Context: an optimization exercise on an open-source flow, tuned for small area. The choices shown serve that exercise and are no tape-out recipe.
Only simulation tests tie the RTL to the original design; equivalence was not proved.
Power is estimated from default activity; no workload was simulated.

File: design/flow/flow/run.sh
#!/bin/bash
# Layout flow: the standard ORFS flow with changes that only affect cell area:
#  - synthesis is synth_recipe.tcl, except that ABC maps the netlist once with each script
#    flow/a*.abc (area-oriented: deepsyn with a few seeds, then amap) and the smallest
#    mapping is kept (flow/synth.tcl); no half/full-adder cells (ADDER_MAP_FILE empty);
#  - ports are buffered with sky130_fd_sc_hd__buf_1 instead of the default delay buffer,
#    the reset port with a buf_4 (flow/pre_resize.tcl);
#  - CTS uses clkbuf_4 and inserts no dummy loads.
# Each tool's output goes to the ORFS logs under orfs/logs/; make's own output to make.log.
set -euo pipefail
W=$(pwd)
RESULTS=$W/orfs/results/$FLOW_PLATFORM/uButterfly/base
export MY_ABC_SCRIPTS="$(ls $W/flow/a*.abc | tr "\n" " ")"
make -C "$FLOW_HOME" DESIGN_CONFIG="$W/config.mk" WORK_HOME="$W/orfs" CLKGATE_MAP_FILE= \
  SYNTH_SCRIPT="$W/flow/synth.tcl" ADDER_MAP_FILE= \
  PRE_RESIZE_TCL="$W/flow/pre_resize.tcl" \
  BUFFER_PORTS_ARGS="-buffer_cell sky130_fd_sc_hd__buf_1" \
  CTS_ARGS="-sink_clustering_enable -sink_clustering_size 70 -sink_clustering_max_diameter 500 -repair_clock_nets -dont_use_dummy_load -root_buf sky130_fd_sc_hd__clkbuf_8 -buf_list {sky130_fd_sc_hd__clkbuf_2}" \
  finish > "$W/make.log" 2>&1
: # left out here: write the final layout as DEF
File: design/flow/flow/a0.abc
strash
dc2
dch -f
amap
File: design/flow/flow/a2.abc
strash
&get -n
&deepsyn -T 60 -S 0
&put
dch -f
amap -F 50 -A 50
File: design/flow/flow/a3.abc
strash
&get -n
&deepsyn -T 60 -S 6
&put
dch -f
amap -F 50 -A 50
File: design/flow/flow/a_s11.abc
strash
&get -n
&deepsyn -T 60 -S 11
&put
dch -f
amap -F 50 -A 50
File: design/flow/flow/a_s8.abc
strash
&get -n
&deepsyn -T 60 -S 8
&put
dch -f
amap -F 50 -A 50
File: design/flow/flow/pre_resize.tcl
# The reset port's buffer drives the reset pin of every flip-flop. Give it a buf_4, whose
# max capacitance covers that load, so repair_design adds no extra buffer to the net.
set rst_net [[[ord::get_db_block] findBTerm iRstN] getNet]
foreach iterm [$rst_net getITerms] {
  if {[$iterm isInputSignal]} {
    set inst [get_cells [[$iterm getInst] getName]]
    puts "pre_resize: [get_full_name $inst] ([get_property $inst ref_name]) -> sky130_fd_sc_hd__buf_4"
    replace_cell $inst sky130_fd_sc_hd__buf_4
  }
}
File: design/flow/flow/synth.tcl
# The standard synthesis script (synth_recipe.tcl), except for ABC: each ABC script in
# MY_ABC_SCRIPTS maps the same netlist, and the mapping with the smallest cell area is kept.
# Every candidate's area goes to the synthesis log.
proc synth {args} { yosys synth -nofsm -noshare {*}$args }
proc abc {args} {
  set i [lsearch -exact $args -script]
  set lib [lindex $args [expr {[lsearch -exact $args -liberty] + 1}]]
  if {$i < 0 || ![info exists ::env(MY_ABC_SCRIPTS)]} {
    yosys abc {*}$args
    return
  }
  yosys design -save my_pre_abc
  set best ""
  set best_area 1e18
  set k 0
  foreach script $::env(MY_ABC_SCRIPTS) {
    yosys design -load my_pre_abc
    lset args [expr {$i + 1}] $script
    if {[catch {yosys abc {*}$args} err]} {
      puts "MY_ABC candidate $k [file tail $script]: failed: $err"
      incr k
      continue
    }
    yosys tee -q -o $::env(OBJECTS_DIR)/my_abc_stat_$k.txt stat -liberty $lib
    set f [open $::env(OBJECTS_DIR)/my_abc_stat_$k.txt]
    set text [read $f]
    close $f
    regexp {Chip area for module[^:]*: *([0-9.]+)} $text -> area
    puts "MY_ABC candidate $k [file tail $script]: area $area"
    if {$area < $best_area} {
      set best_area $area
      set best $k
    }
    yosys design -save my_abc_$k
    incr k
  }
  if {$best eq ""} { error "MY_ABC: every ABC candidate failed" }
  puts "MY_ABC best candidate $best: area $best_area"
  yosys design -load my_abc_$best
}
source $::env(SCRIPTS_DIR)/synth.tcl
# left out here: clear keep_hierarchy, flatten, clean up, hide names made inside functions, write 1_2_yosys.v
File: design/flow/standard.sh
#!/bin/bash
# synth_recipe.tcl (not shown) runs the flow's synth.tcl, then flattens the netlist and writes it again
# the make line also repeats each setting of config.mk as NAME=value (left out here)
make -C /OpenROAD-flow-scripts/flow DESIGN_CONFIG=/design/flow/config.mk WORK_HOME=/design/flow/orfs CLKGATE_MAP_FILE= SYNTH_SCRIPT=/design/flow/synth_recipe.tcl "${@:-finish}"
File: design/flow/config.mk
export PLATFORM = sky130hd
export DESIGN_NAME = uButterfly
export DESIGN_NICKNAME = uButterfly
export VERILOG_FILES = /design/flow/design.v
export SDC_FILE = /design/flow/constraint.sdc
export NUM_CORES = 4
export LEC_CHECK = 0
export CAP_MARGIN = 0
export CORE_MARGIN = 2
export CORE_UTILIZATION = 60
export GPL_TIMING_DRIVEN = 0
export SLEW_MARGIN = 0
File: design/flow/constraint.sdc
create_clock -name core_clock -period 5.0 [get_ports {iClk}]
set_input_delay 1.0000 -clock core_clock [delete_from_list [all_inputs] [get_ports {iClk}]]
set_output_delay 1.0000 -clock core_clock [all_outputs]
set_load 0.01 [all_outputs]
File: design/flow/design.v
module uButterfly #(
    parameter BITWIDTH = 8,
              BINPUT = 2
) (
    input wire iClk,
    input wire iRstN,
    input wire loadW,
    input wire iClr,
    input wire iReal0,
    input wire iImg0,
    input wire iReal1,
    input wire iImg1,
    input wire [BITWIDTH-1:0] iwReal,
    input wire [BITWIDTH-1:0] iwImg,
    output wire oReal0,
    output wire oImg0,
    output wire oReal1,
    output wire oImg1
);
    reg biZero;
    reg [7:0] wReal, wImg;                    
    reg wValid;
    reg cntValid;
    reg [8:0] cntR0, cntR1, cntI0, cntI1;    
    reg [1:0] accScR, accScI, accReq, accIeq;
    reg accR, accI;                           
    reg outR0, outR1, outI0, outI1;
    wire [8:0] selR = iReal1 ? cntR1 : cntR0;
    wire [8:0] selI = iImg1 ? cntI1 : cntI0;
    wire [7:0] randR, randI;
    genvar j;
    generate
        for (j = 0; j < 8; j = j + 1) begin : g_rand
            assign randR[j] = selR[7-j] ^ selR[8-j];
            assign randI[j] = selI[7-j] ^ selI[8-j];
        end
    endgenerate
    wire mRR = (wValid & (wReal > randR)) ^ ~iReal1;    
    wire mRI = (wValid & (wImg  > randR)) ^ ~iReal1;    
    wire mIR = (wValid & (wReal > randI)) ^ ~iImg1;     
    wire mII = (wValid & (wImg  > randI)) ^ ~iImg1;     
    wire [1:0] sumScR = accScR[0] + iReal0 + biZero;
    wire [1:0] sumScI = accScI[0] + iImg0 + biZero;
    wire [1:0] sumReq = accReq[0] + mRR + !mII;
    wire [1:0] sumIeq = accIeq[0] + mRI + mIR;
    wire scR = accScR[1];
    wire scI = accScI[1];
    wire req = accReq[1];
    wire ieq = accIeq[1];
    function [8:0] step(input [8:0] c, input en, input clr, input v);
        integer i;
        reg t;
        begin
            t = en;
            for (i = 0; i < 9; i = i + 1) begin
                step[i] = ~clr & ((v & c[i]) ^ t);
                t = t & v & c[i];
            end
        end
    endfunction
    wire [8:0] nxtR0 = step(cntR0, ~iReal1, iClr, cntValid);
    wire [8:0] nxtR1 = step(cntR1, iReal1, iClr, cntValid);
    wire [8:0] nxtI0 = step(cntI0, ~iImg1, iClr, cntValid);
    wire [8:0] nxtI1 = step(cntI1, iImg1, iClr, cntValid);
    always @(posedge iClk) begin
        cntR0 <= nxtR0;
        cntR1 <= nxtR1;
        cntI0 <= nxtI0;
        cntI1 <= nxtI1;
        if (loadW) begin
            wReal <= iwReal;
            wImg <= iwImg;
        end
    end
    always @(posedge iClk or negedge iRstN) begin
        if (~iRstN) begin
            biZero <= 1'b0;
            wValid <= 1'b0;
            cntValid <= 1'b0;
            accScR <= 2'd0;
            accScI <= 2'd0;
            accReq <= 2'd0;
            accIeq <= 2'd0;
            accR <= 1'b0;
            accI <= 1'b0;
            outR0 <= 1'b0;
            outR1 <= 1'b0;
            outI0 <= 1'b0;
            outI1 <= 1'b0;
        end else begin
            biZero <= ~biZero;
            if (loadW) wValid <= 1'b1;
            cntValid <= 1'b1;
            accScR <= sumScR;
            accScI <= sumScI;
            accReq <= sumReq;
            accIeq <= sumIeq;
            accR <= accR ^ scR ^ req;
            accI <= accI ^ scI ^ ieq;
            outR0 <= (scR & req) | (scR & accR) | (req & accR);
            outR1 <= (scR & !req) | (scR & (accR ^ biZero)) | (!req & (accR ^ biZero));
            outI0 <= (scI & ieq) | (scI & accI) | (ieq & accI);
            outI1 <= (scI & !ieq) | (scI & (accI ^ biZero)) | (!ieq & (accI ^ biZero));
        end
    end
    assign oReal0 = outR0;
    assign oReal1 = outR1;
    assign oImg0 = outI0;
    assign oImg1 = outI1;
endmodule
==> flow_metrics.tcl, run 1 <==
set metrics [dict create \
    drc 0 \
    cts_tree "done" \
    grt_setup_unrepaired "false" \
    cts_sinks 69 \
    path_cells "buf_1, clkinv_1, o22ai_1, nor2_1, a21oi_1, a21oi_1, a222oi_1, nor3_1, a221o_1, a222oi_1, nor2_1, o21ai_0, nor2_1, a21oi_1, o21ai_0" \
    initial_core_util 0.611 \
    fin_crit_ns 4.39 \
    routed_wirelength_um 5810 \
    coreArea_um2 5010 \
    syn_inst 347 \
    vdd_drop_max_mv 0.217 \
    critPathKind "primary input to flip-flop" \
    hold_viol 0 \
    syn_area_um2 3060 \
    setup_tns_ns 0 \
    overflow 0 \
    whs_path_depth 2 \
    fmax_ghz 0.228 \
    grt_pass1_wl_um 9690 \
    detail_route.iter0.violations 173 \
    crit_path_end_kind "flip-flop" \
    power_leakage_nw 1.14 \
    rr_startpoint "cntR1[7]" \
    hold_path_startpoint "cntR1[7]" \
    max_slew_margin 0.465 \
    dpl_worst_slack_ns 0.346 \
    placementRows 26 \
    drt_pass1_iterations 5 \
    vias 2533 \
    root_buffer "clkbuf_8" \
    postCtsSetupBuffers 0 \
    nets 409 \
    drv_cap 0 \
    drv_slew 0 \
    cts.clk_slew.worst_paths_ns 0.06 \
    post-route-period-util 0.877 \
    slowest_delay_ns 0.53 \
    grt_max_degree 19 \
    area_delta_synth_final_pct 10.3 \
    die_y_um 75.5 \
    detail-route-antenna-nets 0 \
    cts_buffers 9 \
    viasPerCell 5.59 \
    required_ns 5.22 \
    ys_ff_latch 69 \
    port_buffers 27 \
    cts_resized 0 \
    synth_edf_count 16 \
    h-tree-depth 3 \
    gp_congestion 0.803 \
    dp_cells 444 \
    reg2reg_slack_ns 2.05 \
    die-area_um2 5690 \
    slowest_stage "clkinv_1" \
    wl_per_cell_um 12.8 \
    hold_end "cntR1[7]" \
    hp-class "flip-flop to flip-flop" \
    ys_seq_area_frac 0.531 \
    synth_top_area_share 0.235 \
    ys_warn_count 1 \
    outcome "no timing/DRC/antenna violations" \
    powerDensity_nw_per_um2 340 \
    critPathMaxFanout 14 \
    avgSynthCellArea_um2 8.83 \
    regToRegEndpoint "accIeq[0]" \
    holdBufCountCts 0 \
    start_kind "primary input" \
    worstPathArrival_ns 4.60 \
    skew_ns 0.0142 \
    worst_pin_slew_ns 0.803 \
    place_hpwl_um 4220 \
    synth_area_leader_cell "dfxtp_1" \
    io_pins 28 \
    grt_pass1_vias 2201 \
    track_usage 0.232 \
    setup_ws_ns 0.613 \
    synth_area_leaders "dfxtp_1 24%, edfxtp_1 16%, dfrtp_1 14%" \
    grt_antenna_before_repair 0 \
    synth-main-ff-cell "dfxtp_1" \
    r2r_cells 14 \
    syn_nets 371 \
    cts_buffer_depth 2 \
    final_cell_count_no_fill 453 \
    num_antenna_cells 0 \
    setup_viol 0 \
    drive_above_1_share 0.0261 \
    die_width_um 75.5 \
    synthArstFlopShare 0.246 \
    clkLatencyLatePin_ns 0.34 \
    synthDistinctLibCells 31 \
]
-- critical path: cells and delay by family --
kind                   cells  cell delay, ns
AO/OA/AOI/OAI              9            2.21
buffers and inverters      2            1.02
AND/OR/NAND/NOR            4            0.37
-- metal layers --
metal	global-route usage	vias to the layer above	wire length [um]
met4	0.133	0	131
met3	0.0476	11	269
li1	-	1350	-
met5	0	-	0
met1	0.285	1097	2690
met2	0.380	75	2720
-- cells in the mapped netlist (all sizes together), types with 2 or more instances --
library cell and instances:
dfrtp 17, o22a 3, o211a 2, a22oi 2
a211oi 11, a21oi 33, o221ai 2, a22o 5
o21ai 30, o221a 3, nor2b 2, edfxtp 16
a31oi 4, dfxtp 36, nor2 50, a221o 3
a221oi 2, o22ai 26, clkinv 43, nor3 7
nand2 33, nand3 3, a21o 2, a222oi 5
-- cell type report --
type                       count  area, um^2
fill                         421        1630
sequential                    69        1630
multi-input combinational    235        1270
inverter                      43         161
clock buffer                   9         124
timing repair buffer          27         105
tap                           70        87.6
-- kinds of logic (layout without fill, tap and decap cells) --
group	Yosys count	count (layout)	synth area share
AO/OA/AOI/OAI	135	135	0.284
AND/OR/NAND/NOR	99	99	0.131
other	1	1	0.00122
buffers and inverters	43	79	0.0527
flip-flops	69	69	0.531
-- stage by stage --
step | hold WS (ns) | instance area (um^2) | util | total power [mW]
floorplan | 0.431 | 3060 | - | 0.777
global placement | 0.438 | 3250 | 0.649 | 0.822
detailed placement | 0.446 | 3260 | 0.650 | 0.828
CTS | 0.455 | 3380 | 0.675 | 1.16
global route | 0.478 | 3380 | 0.675 | 1.21
finish | 0.451 | 3380 | 0.675 | 1.15
-- worst max path at each step --
| stage | from | to | slack (ns) | cells past startpoint |
|---|---|---|---|---|
| 5_1_grt | iImg1 | accReq[1] | 0.24 | 16 |
| 2_1_floorplan | iReal1 | accIeq[0] | 1.61 | 14 |
| 3_5_place_dp | iReal1 | accIeq[0] | 0.35 | 15 |
| 6_report | iReal1 | accIeq[0] | 0.61 | 15 |
| 4_1_cts | iReal1 | accIeq[0] | 0.68 | 15 |
| 3_3_place_gp | iImg1 | accReq[1] | 0.42 | 16 |
-- layout by cell type (no fill, tap or decap), types with 16 or more instances in the layout --
master and instances:
dfxtp_1 36, nor2_1 50, nand2_1 33, buf_1 26
clkinv_1 43, edfxtp_1 16, o22ai_1 26, dfrtp_1 17
a21oi_1 33, o21ai_0 30
-- registers in the layout, summed over array words and instances (netlist names), 2 cells and up --
name,count
cntR1,9
wImg,8
accScI,2
accIeq,2
wReal,8
cntR0,9
accScR,2
cntI0,9
accReq,2
cntI1,9
-- power breakdown --
| group | switching (mW) | internal, mW |
|---|---|---|
| registers | 0.0310 | 0.628 |
| logic | 0.0966 | 0.0599 |
| clock network | 0.173 | 0.160 |
==> run 2: changes to the inputs <==
--- a/design/flow/design.v
+++ b/design/flow/design.v
@@ -18,11 +18,18 @@
     output wire oImg1
 );
-    reg biZero;
+    reg biZero;                               
     reg [7:0] wReal, wImg;                    
     reg wValid;
     reg cntValid;
     reg [8:0] cntR0, cntR1, cntI0, cntI1;    
-    reg [1:0] accScR, accScI, accReq, accIeq;
+    reg [1:0] accScR, accScI, accReq, accIeq;  
     reg accR, accI;                           
+    wire bz = cntValid & biZero;
+    wire [1:0] aScR = {2{cntValid}} & accScR;
+    wire [1:0] aScI = {2{cntValid}} & accScI;
+    wire [1:0] aReq = {2{cntValid}} & accReq;
+    wire [1:0] aIeq = {2{cntValid}} & accIeq;
+    wire aR = cntValid & accR;
+    wire aI = cntValid & accI;
     reg outR0, outR1, outI0, outI1;
     wire [8:0] selR = iReal1 ? cntR1 : cntR0;
@@ -40,12 +47,12 @@
     wire mIR = (wValid & (wReal > randI)) ^ ~iImg1;     
     wire mII = (wValid & (wImg  > randI)) ^ ~iImg1;     
-    wire [1:0] sumScR = accScR[0] + iReal0 + biZero;
-    wire [1:0] sumScI = accScI[0] + iImg0 + biZero;
-    wire [1:0] sumReq = accReq[0] + mRR + !mII;
-    wire [1:0] sumIeq = accIeq[0] + mRI + mIR;
-    wire scR = accScR[1];
-    wire scI = accScI[1];
-    wire req = accReq[1];
-    wire ieq = accIeq[1];
+    wire [1:0] sumScR = aScR[0] + iReal0 + bz;
+    wire [1:0] sumScI = aScI[0] + iImg0 + bz;
+    wire [1:0] sumReq = aReq[0] + mRR + !mII;
+    wire [1:0] sumIeq = aIeq[0] + mRI + mIR;
+    wire scR = aScR[1];
+    wire scI = aScI[1];
+    wire req = aReq[1];
+    wire ieq = aIeq[1];
     function [8:0] step(input [8:0] c, input en, input clr, input v);
         integer i;
@@ -64,4 +71,11 @@
     wire [8:0] nxtI1 = step(cntI1, iImg1, iClr, cntValid);
     always @(posedge iClk) begin
+        biZero <= ~bz;
+        accScR <= sumScR;
+        accScI <= sumScI;
+        accReq <= sumReq;
+        accIeq <= sumIeq;
+        accR <= aR ^ scR ^ req;
+        accI <= aI ^ scI ^ ieq;
         cntR0 <= nxtR0;
         cntR1 <= nxtR1;
@@ -75,13 +89,6 @@
     always @(posedge iClk or negedge iRstN) begin
         if (~iRstN) begin
-            biZero <= 1'b0;
             wValid <= 1'b0;
             cntValid <= 1'b0;
-            accScR <= 2'd0;
-            accScI <= 2'd0;
-            accReq <= 2'd0;
-            accIeq <= 2'd0;
-            accR <= 1'b0;
-            accI <= 1'b0;
             outR0 <= 1'b0;
             outR1 <= 1'b0;
@@ -89,17 +96,10 @@
             outI1 <= 1'b0;
         end else begin
-            biZero <= ~biZero;
             if (loadW) wValid <= 1'b1;
             cntValid <= 1'b1;
-            accScR <= sumScR;
-            accScI <= sumScI;
-            accReq <= sumReq;
-            accIeq <= sumIeq;
-            accR <= accR ^ scR ^ req;
-            accI <= accI ^ scI ^ ieq;
-            outR0 <= (scR & req) | (scR & accR) | (req & accR);
-            outR1 <= (scR & !req) | (scR & (accR ^ biZero)) | (!req & (accR ^ biZero));
-            outI0 <= (scI & ieq) | (scI & accI) | (ieq & accI);
-            outI1 <= (scI & !ieq) | (scI & (accI ^ biZero)) | (!ieq & (accI ^ biZero));
+            outR0 <= (scR & req) | (scR & aR) | (req & aR);
+            outR1 <= (scR & !req) | (scR & (aR ^ bz)) | (!req & (aR ^ bz));
+            outI0 <= (scI & ieq) | (scI & aI) | (ieq & aI);
+            outI1 <= (scI & !ieq) | (scI & (aI ^ bz)) | (!ieq & (aI ^ bz));
         end
     end
--- a/design/flow/flow/run.sh
+++ b/design/flow/flow/run.sh
@@ -16,5 +16,5 @@
   PRE_RESIZE_TCL="$W/flow/pre_resize.tcl" \
   BUFFER_PORTS_ARGS="-buffer_cell sky130_fd_sc_hd__buf_1" \
-  CTS_ARGS="-sink_clustering_enable -sink_clustering_size 70 -sink_clustering_max_diameter 500 -repair_clock_nets -dont_use_dummy_load -root_buf sky130_fd_sc_hd__clkbuf_8 -buf_list {sky130_fd_sc_hd__clkbuf_2}" \
+  CTS_ARGS="-sink_clustering_enable -sink_clustering_size 70 -sink_clustering_max_diameter 500 -repair_clock_nets -dont_use_dummy_load -buf_list {sky130_fd_sc_hd__clkbuf_4}" \
   finish > "$W/make.log" 2>&1
 : # left out here: write the final layout as DEF
==> run 2 against run 1 <==
Net effect: via count grew 2.9%; largest power group unchanged; register-to-register slack lost 0.24 ns; critical path type unchanged; critical endpoint is now accReq[0]; synthesized cell count grew 3.7%; clock power shrank 26%.
==> flow_metrics.tcl, run 2 <==
set metrics [dict create \
    hp-class "primary input to async pin" \
    powerDensity_nw_per_um2 313 \
    synth_area_leaders "dfxtp_1 31%, edfxtp_1 16%, o21ai_0 6.4%" \
    synth_edf_count 16 \
    ys_ff_latch 69 \
    synth-main-ff-cell "dfxtp_1" \
    io_pins 28 \
    cts.clk_slew.worst_paths_ns 0.10 \
    syn_nets 384 \
    start_kind "primary input" \
    setup_tns_ns 0 \
    ys_seq_area_frac 0.515 \
    avgSynthCellArea_um2 8.47 \
    die_y_um 75.3 \
    required_ns 5.32 \
    routed_wirelength_um 5900 \
    die_width_um 75.3 \
    crit_path_end_kind "flip-flop" \
    ys_warn_count 1 \
    final_cell_mix "52 x nor2_1, 47 x dfxtp_1, 42 x clkinv_1, 42 x nand2_1, 39 x o21ai_0" \
    yosys.area_share.adder 0 \
    vdd_drop_max_mv 0.194 \
    place_hpwl_um 4400 \
    grt_pass1_wl_um 9740 \
    nets 422 \
    holdBufCountCts 0 \
    die-area_um2 5670 \
    detail_route.iter0.violations 205 \
    h-tree-depth 3 \
    vias 2606 \
    synthArstFlopShare 0.0870 \
    drc 0 \
    critPathMostFrequentCell "a21oi_1" \
    setup_ws_ns 0.783 \
    critPathKind "primary input to flip-flop" \
    track_usage 0.228 \
    overflow 0 \
    dpl_worst_slack_ns 0.443 \
    clkLatencyLatePin_ns 0.39 \
    hold_viol 0 \
    syn_area_um2 3050 \
    synth_area_leader_cell "dfxtp_1" \
    viasPerCell 5.63 \
    synth-simple-area-share 0.134 \
    grt_pass1_vias 2316 \
    setup_viol 0 \
    drt_pass1_iterations 5 \
    wl_per_cell_um 12.7 \
    drv_cap 0 \
    initial_core_util 0.633 \
    fin_crit_ns 4.22 \
    fillers 419 \
    final_common_cell "nor2_1" \
    outcome "no timing/DRC/antenna violations" \
    placementRows 25 \
    max_slew_margin 0.245 \
    synth_top_area_share 0.308 \
    path_cells "buf_1, clkinv_1, o22ai_1, nor2_1, a21oi_1, a21oi_1, a222oi_1, o21ai_0, o21ai_0, a21oi_1, a21oi_1, a21oi_1, o21ai_0, nor2_1, a21oi_1, clkinv_1, a22oi_1" \
    slowest_stage "clkinv_1" \
    cts_buffer_depth 2 \
    worst_pin_slew_ns 1.13 \
    synth_xor_area_frac 0.00287 \
    drive_above_1_share 0.0253 \
    synthTopCellsByCount "52 x nor2_1, 47 x dfxtp_1, 42 x clkinv_1, 42 x nand2_1, 39 x o21ai_0" \
    power_leakage_nw 1.09 \
    root_buffer "clkbuf_4" \
    gp_congestion 0.836 \
    cts_tree "done" \
    fmax_ghz 0.237 \
    synth.most_common_cell "nor2_1" \
    synthDistinctLibCells 26 \
    cts_buffers 9 \
    num_antenna_cells 0 \
    grt_antenna_before_repair 0 \
    synth_compound_area_frac 0.295 \
    area_delta_synth_final_pct 8.41 \
    synth_top_family_by_area "compound AO/OA/AOI/OAI gates" \
    postCtsSetupBuffers 0 \
    post-route-period-util 0.843 \
    drv_slew 0 \
    coreArea_um2 4820 \
    grt_max_degree 21 \
    cts_resized 0 \
    syn_inst 360 \
    synth_mux_area_frac 0 \
    worstPathArrival_ns 4.54 \
    critPathMaxFanout 15 \
    skew_ns 0.0200 \
    cts_sinks 69 \
    grt_setup_unrepaired "false" \
    port_buffers 27 \
    detail-route-antenna-nets 0 \
    slowest_delay_ns 0.51 \
]
run 2: cell count changes in the layout (fill, tap and decap cells not counted), sizes merged, moves of 6 or more:
cell   change
dfrtp     -11
dfxtp     +11
nand2      +9
o21ai      +9
nor3       -6
o32ai      +6
run 2: final cells by class:
| type | instances | area (um^2) | area share |
|---|---|---|---|
| Sequential cell | 69 | 1570 | 0.475 |
| Inverter | 42 | 158 | 0.0477 |
| Timing Repair Buffer | 27 | 105 | 0.0318 |
| Tap cell | 67 | 83.8 | 0.0253 |
| Clock buffer | 9 | 67.6 | 0.0204 |
| Multi-Input combinational cell | 249 | 1320 | 0.400 |
run 2: critical path, delay by kind of cell:
| family | cells | cell delay, ns |
|---|---|---|
| buffers and inverters | 3 | 1.02 |
| AO/OA/AOI/OAI | 12 | 2.37 |
| AND/OR/NAND/NOR | 2 | 0.16 |
run 2: final timing paths:
path                               start         to  slack, ns  cells after the start
worst max register to register  cntValid   cntI0[4]       1.81                      4
worst min-delay path               iRstN      outR0       0.40                      1
max in group asynchronous          iRstN      outI0       4.46                      1
min in group core_clock         cntI1[6]   cntI1[6]       0.47                      2
worst max-delay path              iReal1  accReq[0]       0.78                     17
worst min register to register  cntI1[6]   cntI1[6]       0.47                      2
run 2: routing by layer:
metal,vias to the layer above,share of wire,global-route usage
li1,1394,-,-
met1,1125,0.49,0.308
met3,13,0.053,0.0476
met5,-,0,0
met2,74,0.44,0.361
met4,0,0.017,0.0916
run 2: cells by family (layout without fill, tap and decap cells):
| family | count (synthesis) | count (layout) |
|---|---|---|
| simple gates | 104 | 104 |
| other cells | 1 | 1 |
| compound gates | 143 | 143 |
| flops | 69 | 69 |
| xor+xnor | 1 | 1 |
| buf+inv | 42 | 78 |
run 2: power breakdown:
| part | switching (mW) | internal, mW |
|---|---|---|
| combinational | 0.0907 | 0.0585 |
| sequential | 0.0274 | 0.613 |
| clock | 0.161 | 0.0837 |
run 2: through the flow:
step	instance area [um^2]	hold slack [ns]	std cells	utilization	power (mW)
final	3310	0.395	463	0.686	1.03
after global routing	3310	0.376	463	0.686	1.09
after CTS	3310	0.386	463	0.686	1.04
after detailed placement	3240	0.446	454	0.672	0.801
after global placement	3240	0.448	454	0.672	0.793
after floorplan	3050	0.416	360	-	0.754
==> run 3: changes to the inputs <==
--- a/design/flow/design.v
+++ b/design/flow/design.v
@@ -39,6 +39,11 @@
     generate
         for (j = 0; j < 8; j = j + 1) begin : g_rand
-            assign randR[j] = selR[7-j] ^ selR[8-j];
-            assign randI[j] = selI[7-j] ^ selI[8-j];
+            if (j == 0) begin : g_top
+                assign randR[j] = selR[8];
+                assign randI[j] = selI[8];
+            end else begin : g_low
+                assign randR[j] = selR[7-j] ^ selR[8-j];
+                assign randI[j] = selI[7-j] ^ selI[8-j];
+            end
         end
     endgenerate
@@ -60,8 +65,9 @@
         begin
             t = en;
-            for (i = 0; i < 9; i = i + 1) begin
+            for (i = 0; i < 8; i = i + 1) begin
                 step[i] = ~clr & ((v & c[i]) ^ t);
-                t = t & v & c[i];
+                if (i < 7) t = t & v & c[i];
             end
+            step[8] = ~clr & ((v & c[8]) ^ (t & ~(v & c[7])));
         end
     endfunction
==> run 3 against run 2 <==
Net effect: global-route usage fell by 0.61 points; final area decreased by 0.26%; non-clock buffer count unchanged; utilization is 0.18 points lower; largest cell class unchanged; sequential share of layout area rose by 0.13 points; first-iteration DRC count is 52% lower; critical endpoint unchanged.
==> flow_metrics.tcl, run 3 <==
set metrics [dict create \
    outcome "no timing/DRC/antenna violations" \
    cts_tree "done" \
    die_y_um 75.2 \
    fin_total_pwr_mw 1.04 \
    synth.most_common_cell "nor2_1" \
    grt_pass1_wl_um 9340 \
    regToRegEndpoint "accReq[0]" \
    max_slew_margin 0.393 \
    die-area_um2 5650 \
    hp-class "primary input to async pin" \
    grt_antenna_before_repair 0 \
    cts.clk_slew.worst_paths_ns 0.12 \
    nets 405 \
    start_kind "primary input" \
    initial_core_util 0.631 \
    cts_buffer_depth 2 \
    drt_pass1_iterations 4 \
    final_common_cell "nor2_1" \
    worst_pin_slew_ns 0.911 \
    dpl_worst_slack_ns 0.459 \
    final_cell_count_no_fill 446 \
    post-route-period-util 0.835 \
    ys_ff_latch 69 \
    synth_edf_count 16 \
    cts_sinks 69 \
    detail-route-antenna-nets 0 \
    synth_area_leaders "dfxtp_1 31%, edfxtp_1 16%, nor2_1 6.1%" \
    ys_seq_area_frac 0.517 \
    reg2reg_slack_ns 2.10 \
    syn_nets 367 \
    hold_viol 0 \
    h-tree-depth 3 \
    critPathKind "primary input to flip-flop" \
    rr_startpoint "cntI1[6]" \
    holdBufCountCts 0 \
    synth_area_leader_cell "dfxtp_1" \
    die_width_um 75.2 \
    placementRows 25 \
    dp_cells 437 \
    postCtsSetupBuffers 0 \
    final_cell_mix "48 x nor2_1, 47 x dfxtp_1, 34 x nand2_1, 34 x o21ai_0, 32 x clkinv_1" \
    cts_buffers 9 \
    power_leakage_nw 1.08 \
    drive_above_1_share 0.0290 \
    coreArea_um2 4820 \
    holdWs_ns 0.371 \
    powerDensity_nw_per_um2 316 \
    seq_area_um2 1570 \
    num_antenna_cells 0 \
    detail_route.iter0.violations 99 \
    synthDistinctLibCells 31 \
    vias 2545 \
    required_ns 5.29 \
    fmax_ghz 0.239 \
    grt_max_degree 24 \
    crit_path_end_kind "flip-flop" \
    vdd_drop_max_mv 0.219 \
    drv_slew 0 \
    track_usage 0.222 \
    wl_per_cell_um 13.0 \
    r2r_cells 13 \
    fillers 411 \
    dpl_cell_area_um2 3230 \
    fin_area_um2 3300 \
    avgSynthCellArea_um2 8.86 \
    grt_pass1_vias 2214 \
    critPathMaxFanout 15 \
    setup_viol 0 \
    setup_tns_ns 0 \
    viasPerCell 5.71 \
    io_pins 28 \
    port_buffers 27 \
    drv_cap 0 \
    setup_ws_ns 0.824 \
    skew_ns 0.0285 \
    clkLatencyLatePin_ns 0.41 \
    worstSetupStartpoint "iImg1" \
    ys_warn_count 1 \
    gp_congestion 0.852 \
    synth_top_area_share 0.310 \
    routed_wirelength_um 5800 \
    syn_area_um2 3040 \
    area_delta_synth_final_pct 8.52 \
    synthArstFlopShare 0.0870 \
    grt_setup_unrepaired "false" \
    syn_inst 343 \
    drc 0 \
    cts_resized 0 \
    overflow 0 \
    fin_crit_ns 4.18 \
    synthTopCellsByCount "49 x nor2_1, 47 x dfxtp_1, 34 x nand2_1, 34 x o21ai_0, 32 x clkinv_1" \
    root_buffer "clkbuf_4" \
    multiInputGateArea_um2 1350 \
    synth-main-ff-cell "dfxtp_1" \
    worstPathArrival_ns 4.47 \
    place_hpwl_um 4120 \
    post-route-util 0.685 \
]
==> run 3: cell count changes after synthesis, sizes merged, moves of 4 or more <==
cell    change
a21oi       -4
a31o        +6
clkinv     -10
nand2       -8
nor3        +4
o21ai       -5
o221a       +4
o22ai       -8
==> run 3: cells by family after synthesis <==
family                 share of synthesized area
AOI/OAI and AO/OA                          0.305
buffers and inverters                     0.0395
DFF                                        0.517
other                                    0.00123
and+or+nand+nor                            0.137
==> run 3: routing by layer <==
layer	global-route usage	share of wire	vias up
met5	0	0	-
li1	-	-	1355
met4	0.119	0.012	0
met2	0.341	0.44	58
met3	0.0402	0.058	7
met1	0.300	0.49	1125
==> run 3: critical path: stages <==
cell and delay (ns):
buf_1 0.37, clkinv_1 0.50, o22ai_1 0.42, a21oi_1 0.22, o22a_1 0.25, a222oi_1 0.34, nor3_1 0.09, a221o_1 0.27
o221a_1 0.13, o221a_1 0.25, nor2_1 0.09, a21oi_1 0.08, o21ai_0 0.23, nor2_1 0.09, a21o_1 0.15
==> run 3: worst max-delay path by stage <==
stage | endpoint | slack, ns
finish | accReq[0] | 0.82
global route | accReq[0] | 0.51
CTS | accReq[0] | 0.85
detailed placement | accReq[0] | 0.46
global placement | accReq[0] | 0.47
floorplan | accReq[0] | 1.44
==> run 3: area by class of cell <==
type / count / share of cell area
flip-flops and latches: 69 / 0.476
multi-input cells: 242 / 0.409
inverters: 32 / 0.0364
repair buffers: 27 / 0.0319
well taps: 67 / 0.0254
clock buffers: 9 / 0.0205
==> run 3: power breakdown <==
group,internal (mW),leakage [nW],switching (mW)
Clock,0.0837,0.0414,0.165
Sequential,0.615,0.612,0.0284
Combinational,0.0614,0.431,0.0884
Total,0.760,1.08,0.282
==> run 4: changes to the inputs <==
==> design/flow/flow/a_s13.abc (new file) <==
strash
&get -n
&deepsyn -T 60 -S 13
&put
dch -f
amap -F 50 -A 50
==> design/flow/flow/a_s5.abc (new file) <==
strash
&get -n
&deepsyn -T 60 -S 5
&put
dch -f
amap -F 50 -A 50
==> run 4 against run 3 <==
Net effect: global-route usage unchanged; critical path depth unchanged; sequential power about the same; hold slack unchanged; non-clock buffer count unchanged; via count unchanged; first-iteration DRC count unchanged; final cell count unchanged; sequential share of layout area unchanged.
==> flow_metrics.tcl, run 4 <==
set metrics [dict create \
    vdd_drop_max_mv 0.219 \
    skew_ns 0.0285 \
    synth_edf_count 16 \
    final_cell_mix "48 x nor2_1, 47 x dfxtp_1, 34 x nand2_1, 34 x o21ai_0, 32 x clkinv_1" \
    nets 405 \
    gp_congestion 0.852 \
    setup_viol 0 \
    synth_top_area_share 0.310 \
    hold_viol 0 \
    fin_crit_ns 4.18 \
    placementRows 25 \
    drv_cap 0 \
    syn_area_um2 3040 \
    drt_pass1_iterations 4 \
    initial_core_util 0.631 \
    r2r_cells 13 \
    cts_buffer_depth 2 \
    grt_pass1_wl_um 9340 \
    routed_wirelength_um 5800 \
    critPathKind "primary input to flip-flop" \
    synth_area_leaders "dfxtp_1 31%, edfxtp_1 16%, nor2_1 6.1%" \
    multiInputGateArea_um2 1350 \
    reg2reg_slack_ns 2.10 \
    grt_setup_unrepaired "false" \
    outcome "no timing/DRC/antenna violations" \
    synth-main-ff-cell "dfxtp_1" \
    die_y_um 75.2 \
    fin_total_pwr_mw 1.04 \
    num_antenna_cells 0 \
    rr_startpoint "cntI1[6]" \
    synthTopCellsByCount "49 x nor2_1, 47 x dfxtp_1, 34 x nand2_1, 34 x o21ai_0, 32 x clkinv_1" \
    area_delta_synth_final_pct 8.52 \
    cts_resized 0 \
    fillers 411 \
    drive_above_1_share 0.0290 \
    ys_seq_area_frac 0.517 \
    regToRegEndpoint "accReq[0]" \
    ys_ff_latch 69 \
    grt_max_degree 24 \
    synth_area_leader_cell "dfxtp_1" \
    viasPerCell 5.71 \
    worstPathArrival_ns 4.47 \
    fmax_ghz 0.239 \
    cts_tree "done" \
    holdBufCountCts 0 \
    grt_antenna_before_repair 0 \
    detail-route-antenna-nets 0 \
    setup_ws_ns 0.824 \
    syn_inst 343 \
    required_ns 5.29 \
    worst_pin_slew_ns 0.911 \
    final_common_cell "nor2_1" \
    vias 2545 \
    critPathMaxFanout 15 \
    track_usage 0.222 \
    power_leakage_nw 1.08 \
    cts_sinks 69 \
    drv_slew 0 \
    seq_area_um2 1570 \
    hp-class "primary input to async pin" \
    start_kind "primary input" \
    postCtsSetupBuffers 0 \
    coreArea_um2 4820 \
    die-area_um2 5650 \
    detail_route.iter0.violations 99 \
    grt_pass1_vias 2214 \
    crit_path_end_kind "flip-flop" \
    overflow 0 \
    place_hpwl_um 4120 \
    ys_warn_count 1 \
    die_width_um 75.2 \
    io_pins 28 \
    synth.most_common_cell "nor2_1" \
    syn_nets 367 \
    drc 0 \
    avgSynthCellArea_um2 8.86 \
    synthArstFlopShare 0.0870 \
    root_buffer "clkbuf_4" \
    post-route-period-util 0.835 \
    port_buffers 27 \
    dpl_worst_slack_ns 0.459 \
    cts.clk_slew.worst_paths_ns 0.12 \
    holdWs_ns 0.371 \
    synthDistinctLibCells 31 \
    clkLatencyLatePin_ns 0.41 \
    h-tree-depth 3 \
    cts_buffers 9 \
    max_slew_margin 0.393 \
    powerDensity_nw_per_um2 316 \
    setup_tns_ns 0 \
    wl_per_cell_um 13.0 \
]
## run 4: cell counts after synthesis
No cell type changed its count.
## run 4: layout make-up
cell class              count  share of cell area
repair buffers             27              0.0319
well taps                  67              0.0254
inverters                  32              0.0364
flip-flops and latches     69               0.476
multi-input cells         242               0.409
clock buffers               9              0.0205
## run 4: where the power goes
part | internal [mW] | switching (mW)
clock | 0.0837 | 0.165
combinational | 0.0614 | 0.0884
sequential | 0.615 | 0.0284
total | 0.760 | 0.282
## run 4: worst max-delay path, stage by stage
cell and delay (ns):
buf_1 0.37, clkinv_1 0.50, o22ai_1 0.42, a21oi_1 0.22, o22a_1 0.25, a222oi_1 0.34, nor3_1 0.09, a221o_1 0.27
o221a_1 0.13, o221a_1 0.25, nor2_1 0.09, a21oi_1 0.08, o21ai_0 0.23, nor2_1 0.09, a21o_1 0.15
## run 4: routing by layer
metal | global-route usage | up-vias | share of wire
met5 | 0 | - | 0
met4 | 0.119 | 0 | 0.012
met3 | 0.0402 | 7 | 0.058
met2 | 0.341 | 58 | 0.44
met1 | 0.300 | 1125 | 0.49
li1 | - | 1355 | -
## run 4: kinds of logic after synthesis
logic type,count (synthesis),synth area share
compound gates,139,0.305
simple gates,102,0.137
flops,69,0.517
buf+inv,32,0.0395
other cells,1,0.00123
## run 4: how the worst max path moves through the flow
stage                      from        end  slack, ns  cells past startpoint
after floorplan           iImg1  accReq[0]       1.44                     14
after global placement    iImg1  accReq[0]       0.47                     15
after detailed placement  iImg1  accReq[0]       0.46                     15
after CTS                 iImg1  accReq[0]       0.85                     15
after global routing      iImg1  accReq[0]       0.51                     15
final                     iImg1  accReq[0]       0.82                     15
## run 4: per-stage QoR
| stage | instance area (um^2) | util | std cells |
|---|---|---|---|
| after floorplan | 3040 | - | 343 |
| after global placement | 3220 | 0.669 | 437 |
| after detailed placement | 3230 | 0.670 | 437 |
| after CTS | 3300 | 0.684 | 446 |
| after global routing | 3300 | 0.685 | 446 |
| final | 3300 | 0.685 | 446 |

[what the ideal ports hide]
No port has a modelled driver above. Below, the same layouts with a new extraction and two added sets of constraints.
Step 1: set_driving_cell puts a clkbuf_16 on iClk and a buf_2 on each other input, an assumption about the parent block.
Step 2 also shifts input and output timing later by t, the mid clock arrival at the registers, as if the neighbouring blocks saw the same clock.
a / b / c = ideal / step 1 / step 2; a / b = the first two.
| run | shift t [ns] | slack for setup (ns) | slew at the worst register clock pin (ns) | worst data-port slew with drivers (ns) |
|---|---|---|---|---|
| run 1 | 0.361 | 0.613 / 0.620 / 0.259 | 0.07 / 0.07 | 0.03 |
| run 2 | 0.407 | 0.783 / 0.784 / 0.377 | 0.10 / 0.10 | 0.03 |
| run 3 | 0.419 | 0.824 / 0.821 / 0.402 | 0.12 / 0.12 | 0.03 |
| run 4 | 0.419 | 0.824 / 0.821 / 0.402 | 0.12 / 0.12 | 0.03 |
After both steps every run listed still meets setup and hold.
